What follows belongs to an exercise in optimizing a design on an open flow for small area; a production flow would make more cautious choices. Function was checked by simulation only, so behaviour that the tests miss may differ from the original. Power is estimated from default activity; no workload was simulated.

==> build 11: inputs <==
// CannyEdge
module CannyEdge(dAddrRegRow, dAddrRegCol, bWE, bCE, InData, OutData,
	OPMode, bOPEnable, dReadReg, dWriteReg,	clk, rst_b);
export LEC_CHECK = 0
export CAP_MARGIN = 20
export CORE_MARGIN = 2
export CORE_UTILIZATION = 70
export PLACE_DENSITY = 0.8
export SLEW_MARGIN = 20
create_clock -name core_clock -period 12.0 [get_ports {clk}]
standard.sh (not shown) runs the stock make flow with config.mk's settings and CLKGATE_MAP_FILE= SYNTH_SCRIPT=/design/flow/synth_recipe.tcl, a recipe that flattens the netlist after the stock synthesis.
==> flow/flow/run.sh <==
#!/bin/bash
# Layout flow.
#  1. the standard synthesis (standard.sh synth).
#  2. The same synthesis script once more, with yosys synth's -noabc, so that
#     the full adders written in the RTL reach extract_fa unchanged (fewer
#     inverters), and with an area-oriented script (abc_map_area.script) for
#     the final ABC mapping. regmap.py checks that it has exactly the standard
#     synthesis's registers (paired by Q net, same cell types) and gives them
#     the standard instance names; if not, the standard netlist is used.
#  3. invopt.py removes inverters around full adders (same function, same
#     registers).
#  4. the standard layout from that netlist, with the port buffers made of
#     the smallest buffer and clock tree synthesis without dummy loads.
# Each tool's output goes to a log file of its own in this folder.
set -euo pipefail
R="$PWD/orfs/results/sky130hd/CannyEdge/base"
bash standard.sh synth > synth.log 2>&1
cp "$R/1_2_yosys.v" std_1_2_yosys.v
{
  sed -n '1p' synth_recipe.tcl | sed 's/yosys synth -nofsm -noshare /yosys synth -nofsm -noshare -noabc /'
  echo 'proc abc {args} {'
  echo '  set i [lsearch $args -script]'
  echo "  if { \$i >= 0 } { lset args [expr {\$i + 1}] $PWD/flow/abc_map_area.script }"
  echo '  yosys abc {*}$args'
  echo '}'
  sed -n '2,$p' synth_recipe.tcl
} > synth_noabc.tcl
sed -e "s|SYNTH_SCRIPT=[^ ]*|SYNTH_SCRIPT=$PWD/synth_noabc.tcl|" \
    -e "s|WORK_HOME=[^ ]*|WORK_HOME=$PWD/orfs_alt|" standard.sh > standard_alt.sh
SRC=std_1_2_yosys.v
if bash standard_alt.sh synth > synth_alt.log 2>&1 &&
   python3 flow/regmap.py std_1_2_yosys.v orfs_alt/results/sky130hd/CannyEdge/base/1_2_yosys.v alt_1_2_yosys.v > regmap.log 2>&1; then
  SRC=alt_1_2_yosys.v
fi
echo "netlist: $SRC" >> regmap.log
python3 flow/invopt.py "$SRC" "$R/1_2_yosys.v" > invopt.log 2>&1
rm -f "$R/1_synth.odb" "$R/1_synth.sdc"
export BUFFER_PORTS_ARGS="-buffer_cell sky130_fd_sc_hd__buf_1"
export CTS_ARGS="-sink_clustering_enable -repair_clock_nets -sink_clustering_size 14 -sink_clustering_max_diameter 80 -buf_list sky130_fd_sc_hd__clkbuf_8 -dont_use_dummy_load"
bash standard.sh > layout.log 2>&1
Other scripts of this flow, unchanged in this note and not shown: flow/flow/abc_map_area.script, flow/flow/invopt.py, flow/flow/regmap.py
==> inputs of build 71, as changes to build 11 <==
CAP_MARGIN = 5   (was 20)
SLEW_MARGIN = 5   (was 20)
==> summary of the runs <==
- Setup slack: build 11 is higher than build 71 (0.0026 ns).
- In flip-flop and latch count, build 11 and build 71 do not differ.
- In design area, build 71 and build 11 hardly differ.
- In build 71 the register-to-register slack is better than in build 11, by 0.03 ns.
- Power: build 11 is higher than build 71 (0.49%).
- In build 11 the clock skew is lower than in build 71, by 0.0019 ns.
- In die area, build 11 and build 71 do not differ.
==> figures <==
| quantity | build 71 | build 11 |
|---|---|---|
| Outcome | no timing/DRC/antenna violations | no timing/DRC/antenna violations |
| Critical path origin | dAddrRegCol[2] | dAddrRegRow[2] |
| Share of cells above drive strength 1 | 4.95% | 5.12% |
| Worst ir drop on vdd | 0.202 mV | 0.203 mV |
| Rel. slew slack | 22.0% | 21.3% |
| Total power density per cell area | 267 nW/µm² | 268 nW/µm² |
| Power share of the combinational group | 59.8% | 60.0% |
| Final worst path period share | 90.0% | 90.0% |
| Power Total | 4.09 mW | 4.11 mW |
| Power share of the sequential group | 29.8% | 29.7% |
| Setup clock skew after layout | 0.0550 ns | 0.0531 ns |
| Layout clock area frac | 1.98% | 1.98% |
| Multi-input gate share of total cell area | 40.7% | 40.7% |
| Seq/total area | 49.4% | 49.4% |
| Switching share of total power | 40.1% | 40.2% |

---

==> exp/sierra: inputs <==
Another version of the RTL of CannyEdge (not shown whole).
## CannyEdge
module CannyEdge(dAddrRegRow, dAddrRegCol, bWE, bCE, InData, OutData,
	OPMode, bOPEnable, dReadReg, dWriteReg,	clk, rst_b);
input 	[2:0]	dAddrRegRow, dAddrRegCol;
input		bWE, bCE;
input 	[7:0] 	InData;
output 	[7:0] 	OutData;
reg     [7:0] 	OutData;
input 	[2:0]	OPMode;
input 		bOPEnable;
input 	[3:0]	dReadReg, dWriteReg;
input		clk, rst_b;
wire cmd_wr = rst_b & ~bCE & ~bWE;
wire cmd_rd = rst_b & ~bCE &  bWE;
wire cmd_op = rst_b &  bCE & ~bOPEnable;
wire cmd_cl = bCE & bOPEnable;
wire op0 = cmd_op & (OPMode == 3'd0);
wire op1 = cmd_op & (OPMode == 3'd1);
wire op2 = cmd_op & (OPMode == 3'd2);
wire op3 = cmd_op & (OPMode == 3'd3);
reg [2:0] cnt;
always @(posedge clk or negedge rst_b)
	if (!rst_b)
		cnt <= 3'd0;
	else if (cmd_cl)
		cnt <= 3'd0;
	else if (cmd_op & ~cnt[2])
		cnt <= cnt + 3'd1;
wire [2:0] r = dAddrRegRow, c = dAddrRegCol;
wire [4:0] rs = { r[2], r[1] & r[0], r[1] & ~r[0], ~r[1] & r[0], ~(r[2] | r[1] | r[0]) };
  ...
==> flow/config.mk <==
export PLATFORM = sky130hd
export DESIGN_NAME = CannyEdge
export DESIGN_NICKNAME = CannyEdge
export VERILOG_FILES = /design/flow/design.v
export SDC_FILE = /design/flow/constraint.sdc
export NUM_CORES = 4
export LEC_CHECK = 0
export CAP_MARGIN = 20
export CORE_MARGIN = 2
export CORE_UTILIZATION = 70
export CTS_BUF_LIST = sky130_fd_sc_hd__clkbuf_16
export CTS_CLUSTER_DIAMETER = 100
export CTS_CLUSTER_SIZE = 20
export PLACE_DENSITY = 0.8
export SLEW_MARGIN = 20
==> flow/constraint.sdc <==
create_clock -name core_clock -period 12.0 [get_ports {clk}]
set_input_delay 2.4000 -clock core_clock [delete_from_list [all_inputs] [get_ports {clk}]]
set_output_delay 2.4000 -clock core_clock [all_outputs]
set_load 0.01 [all_outputs]
==> flow/flow/run.sh <==
#!/bin/bash
# Layout flow: the standard synthesis; then invopt.py, a netlist pass that
# removes inverters around full adders (same function, same registers); then
# the standard layout, with the port buffers made of the smallest buffer.
# Each tool's output goes to a log file of its own in this folder.
set -euo pipefail
R="$PWD/orfs/results/sky130hd/CannyEdge/base"
bash standard.sh synth > synth.log 2>&1
cp "$R/1_2_yosys.v" std_1_2_yosys.v
python3 flow/invopt.py std_1_2_yosys.v "$R/1_2_yosys.v" > invopt.log 2>&1
rm -f "$R/1_synth.odb" "$R/1_synth.sdc"
export BUFFER_PORTS_ARGS="-buffer_cell sky130_fd_sc_hd__buf_1"
bash standard.sh > layout.log 2>&1
Other scripts of this flow, unchanged in this note and not shown: flow/flow/invopt.py
==> exp/onyx: changes against exp/sierra <==
==> flow/flow/run.sh (replaced) <==
#!/bin/bash
# Layout flow.
#  1. the standard synthesis (standard.sh synth).
#  2. The same synthesis script once more, with yosys synth's -noabc, so that
#     the full adders written in the RTL reach extract_fa unchanged (fewer
#     inverters). regmap.py checks that it has exactly the standard
#     synthesis's registers (paired by Q net, same cell types) and gives them
#     the standard instance names; if not, the standard netlist is used.
#  3. invopt.py removes inverters around full adders (same function, same
#     registers).
#  4. the standard layout from that netlist, with the port buffers made of
#     the smallest buffer.
# Each tool's output goes to a log file of its own in this folder.
set -euo pipefail
R="$PWD/orfs/results/sky130hd/CannyEdge/base"
bash standard.sh synth > synth.log 2>&1
cp "$R/1_2_yosys.v" std_1_2_yosys.v
sed 's/yosys synth -nofsm -noshare /yosys synth -nofsm -noshare -noabc /' synth_recipe.tcl > synth_noabc.tcl
sed -e "s|SYNTH_SCRIPT=[^ ]*|SYNTH_SCRIPT=$PWD/synth_noabc.tcl|" \
    -e "s|WORK_HOME=[^ ]*|WORK_HOME=$PWD/orfs_alt|" standard.sh > standard_alt.sh
SRC=std_1_2_yosys.v
if bash standard_alt.sh synth > synth_alt.log 2>&1 &&
   python3 flow/regmap.py std_1_2_yosys.v orfs_alt/results/sky130hd/CannyEdge/base/1_2_yosys.v alt_1_2_yosys.v > regmap.log 2>&1; then
  SRC=alt_1_2_yosys.v
fi
echo "netlist: $SRC" >> regmap.log
python3 flow/invopt.py "$SRC" "$R/1_2_yosys.v" > invopt.log 2>&1
rm -f "$R/1_synth.odb" "$R/1_synth.sdc"
export BUFFER_PORTS_ARGS="-buffer_cell sky130_fd_sc_hd__buf_1"
bash standard.sh > layout.log 2>&1
==> flow/flow/regmap.py (new file) <==
#!/usr/bin/env python3
"""Gives the registers of an alternative synthesis netlist the instance names
of the standard synthesis.

usage: regmap.py std.v alt.v out.v

Registers are paired by the net on their Q pin. The script fails (exit 1),
writing nothing, unless both netlists have the same number of registers, each
Q net appears once in each, and paired registers have the same cell type.
"""
import re, sys

SEQ = re.compile(r'sky130_fd_sc_hd__(?:s?e?df\w*|dl\w*)_\d+$')
cell_re = re.compile(r'^(\s*)(sky130_fd_sc_hd__\w+)\s+(\\\S+\s|\S+)(\s*\()(.*?\);\n)', re.S | re.M)

def regs(txt):
    out = {}
    for m in cell_re.finditer(txt):
        typ, name = m.group(2), m.group(3).strip()
        if SEQ.match(typ):
            q = re.search(r'\.Q\(\s*(.*?)\s*\)', m.group(5))
            if not q:
                sys.exit(f"register {name} without Q pin")
            q = q.group(1)
            if q in out:
                sys.exit(f"Q net {q} driven twice")
            out[q] = (typ, name)
    return out

std = open(sys.argv[1]).read()
alt = open(sys.argv[2]).read()
rs, ra = regs(std), regs(alt)
if set(rs) != set(ra):
    sys.exit(f"register sets differ: {sorted(set(rs) ^ set(ra))[:10]}")
for q in rs:
    if rs[q][0] != ra[q][0]:
        sys.exit(f"register on {q}: {rs[q][0]} vs {ra[q][0]}")
newname = {ra[q][1]: rs[q][1] for q in rs}
stdnames = set(newname.values())
taken = set(m.group(3).strip() for m in cell_re.finditer(alt))
def fmt(n):
    return n + ' ' if n.startswith('\\') else n
k = [0]
def sub(m):
    name = m.group(3).strip()
    if name in newname:
        name = newname[name]
    elif name in stdnames:
        k[0] += 1
        name = f"_regmap_c{k[0]}_"
        assert name not in taken
    return f"{m.group(1)}{m.group(2)} {fmt(name)}{m.group(4)}{m.group(5)}"
out = cell_re.sub(sub, alt)
chk = regs(out)
assert all(chk[q] == rs[q] for q in rs)
open(sys.argv[3], 'w').write(out)
print(f"{len(rs)} registers renamed to the standard synthesis names, {k[0]} other cells renamed")
==> qor summary <==
metric                                              exp/sierra                exp/onyx
Total net switching power                           0.001172 W              0.001070 W
Outcome                       no timing/DRC/antenna violations  no timing/DRC/antenna violations
Slew of the pin with the lowest slew margin           1.274 ns                1.114 ns
Clock Skews                                         0.01893 ns              0.02542 ns
R2R cell count                                              22                      26
Grt met1 use                                            49.13%                  51.24%
Sequential fraction of total cell area                  44.67%                  45.68%
Biggest Area Class                           multi-input gates  flip-flops and latches
Clock network area share                                2.605%                  2.656%
Peak ir drop on the vdd network                    0.0002554 V             0.0002353 V
Clock power frac                                         16.5%                   17.1%
Minimum setup slack among reg-to-reg paths             3.13 ns                 3.32 ns
RR Endpoint                                           r_dir[1]                r_dir[0]
Signal inverters                                           165                     106

---

==> inputs of job 7334 <==
Another version of the RTL of CannyEdge (not shown whole).
export LEC_CHECK = 0
export CAP_MARGIN = 20
export CORE_MARGIN = 2
export CORE_UTILIZATION = 70
export PLACE_DENSITY = 0.8
export SLEW_MARGIN = 20
create_clock -name core_clock -period 12.0 [get_ports {clk}]
==> flow/flow/run.sh <==
#!/bin/bash
# Layout flow.
#  1. the standard synthesis (standard.sh synth).
#  2. The same synthesis script once more, with yosys synth's -noabc, so that
#     the full adders written in the RTL reach extract_fa unchanged (fewer
#     inverters), and with an area-oriented script (abc_map_area.script) for
#     the final ABC mapping. regmap.py checks that it has exactly the standard
#     synthesis's registers (paired by Q net, same cell types) and gives them
#     the standard instance names; if not, the standard netlist is used.
#  3. invopt.py removes inverters around full adders (same function, same
#     registers).
#  4. the standard layout from that netlist, with the port buffers made of
#     the smallest buffer and clock tree synthesis without dummy loads.
# Each tool's output goes to a log file of its own in this folder.
set -euo pipefail
R="$PWD/orfs/results/sky130hd/CannyEdge/base"
bash standard.sh synth > synth.log 2>&1
cp "$R/1_2_yosys.v" std_1_2_yosys.v
{
  sed -n '1p' synth_recipe.tcl | sed 's/yosys synth -nofsm -noshare /yosys synth -nofsm -noshare -noabc /'
  echo 'proc abc {args} {'
  echo '  set i [lsearch $args -script]'
  echo "  if { \$i >= 0 } { lset args [expr {\$i + 1}] $PWD/flow/abc_map_area.script }"
  echo '  yosys abc {*}$args'
  echo '}'
  sed -n '2,$p' synth_recipe.tcl
} > synth_noabc.tcl
sed -e "s|SYNTH_SCRIPT=[^ ]*|SYNTH_SCRIPT=$PWD/synth_noabc.tcl|" \
    -e "s|WORK_HOME=[^ ]*|WORK_HOME=$PWD/orfs_alt|" standard.sh > standard_alt.sh
SRC=std_1_2_yosys.v
if bash standard_alt.sh synth > synth_alt.log 2>&1 &&
   python3 flow/regmap.py std_1_2_yosys.v orfs_alt/results/sky130hd/CannyEdge/base/1_2_yosys.v alt_1_2_yosys.v > regmap.log 2>&1; then
  SRC=alt_1_2_yosys.v
fi
echo "netlist: $SRC" >> regmap.log
python3 flow/invopt.py "$SRC" "$R/1_2_yosys.v" > invopt.log 2>&1
rm -f "$R/1_synth.odb" "$R/1_synth.sdc"
export BUFFER_PORTS_ARGS="-buffer_cell sky130_fd_sc_hd__buf_1"
export CTS_ARGS="-sink_clustering_enable -repair_clock_nets -sink_clustering_size 14 -sink_clustering_max_diameter 80 -buf_list sky130_fd_sc_hd__clkbuf_8 -dont_use_dummy_load"
bash standard.sh > layout.log 2>&1
==> flow/flow/abc_map_area.script <==
strash
dc2
dch
map -a
topo
stime -c
dnsize -c
Other scripts of this flow, unchanged in this note and not shown: flow/flow/invopt.py, flow/flow/regmap.py
==> job 1649: changes against job 7334 <==
==> flow/flow/abc_map_area.script (replaced) <==
strash
dch
map -a
topo
stime -c
dnsize -c
- CTS_BUF_LIST: default -> sky130_fd_sc_hd__clkbuf_16
- CTS_CLUSTER_DIAMETER: default -> 100
- CTS_CLUSTER_SIZE: default -> 20
==> job 8540: changes against job 7334 <==
--- a/flow/flow/run.sh
+++ b/flow/flow/run.sh
@@ -36,5 +36,5 @@
 python3 flow/invopt.py "$SRC" "$R/1_2_yosys.v" > invopt.log 2>&1
 rm -f "$R/1_synth.odb" "$R/1_synth.sdc"
 export BUFFER_PORTS_ARGS="-buffer_cell sky130_fd_sc_hd__buf_1"
-export CTS_ARGS="-sink_clustering_enable -repair_clock_nets -sink_clustering_size 14 -sink_clustering_max_diameter 80 -buf_list sky130_fd_sc_hd__clkbuf_8 -dont_use_dummy_load"
+export CTS_ARGS="-sink_clustering_enable -repair_clock_nets -sink_clustering_size 20 -sink_clustering_max_diameter 100 -buf_list sky130_fd_sc_hd__clkbuf_16 -dont_use_dummy_load"
 bash standard.sh > layout.log 2>&1
==> flow/flow/abc_map_area.script (replaced) <==
strash
dch
map -a
topo
stime -c
dnsize -c
- CTS_BUF_LIST: default -> sky130_fd_sc_hd__clkbuf_16
- CTS_CLUSTER_DIAMETER: default -> 100
- CTS_CLUSTER_SIZE: default -> 20
==> comparison <==
- Core utilization, lowest first: job 1649, job 7334, job 8540.
- In combinational power, job 8540 and job 1649 hardly differ.
- Maximum frequency, highest first: job 1649, job 8540, job 7334.
- Via count: job 7334 < job 1649 < job 8540.
- Setup slack: job 7334 < job 8540 < job 1649.
- Between job 8540 and job 7334, the lower clock power is in job 7334 (gap about 20%, measured against job 7334).
- Of job 8540 and job 7334, job 8540 has the higher wire length (gap 6.7%, measured against job 7334).
- Sequential share of layout area, lowest first: job 8540, job 7334, job 1649.
- Of job 7334 and job 8540, job 8540 has the higher hold slack (gap 0.0027 ns).
- In sequential power, job 1649 and job 7334 hardly differ.

port drivers added, routing unchanged:
In the flow no input, the clock included, has a driving cell. The finished layouts below were timed again as built, in two steps. Step 1, drivers: a clkbuf_16 drives clk and a buf_2 each remaining input, both assumed. Step 2, shift: input delay + t, output delay - t, t = (earliest + latest rising clock arrival at the registers) / 2. This alone moves slack from input paths to output paths. a / b / c = ideal ports / drivers / drivers and shift; a / b = the first two.
run | t (ns) | setup slack, ns | cell pins on the clock port's net
build 11 | 0.586 | 1.197 / 1.218 / 0.632 | 1
build 71 | 0.588 | 1.194 / 1.211 / 0.624 | 1
exp/sierra | 0.561 | 2.761 / 2.785 / 2.224 | 1
exp/onyx | 0.548 | 2.448 / 2.472 / 1.924 | 1
job 7334 | 0.589 | 2.371 / 2.397 / 1.808 | 1
job 1649 | 0.573 | 2.471 / 2.469 / 1.896 | 1
job 8540 | 0.532 | 2.436 / 2.429 / 1.897 | 1
After both steps setup and hold are still met in every run listed. For job 1649, which loses most, drivers alone change the setup slack by -0.002 ns; drivers and shift together by -0.575 ns.
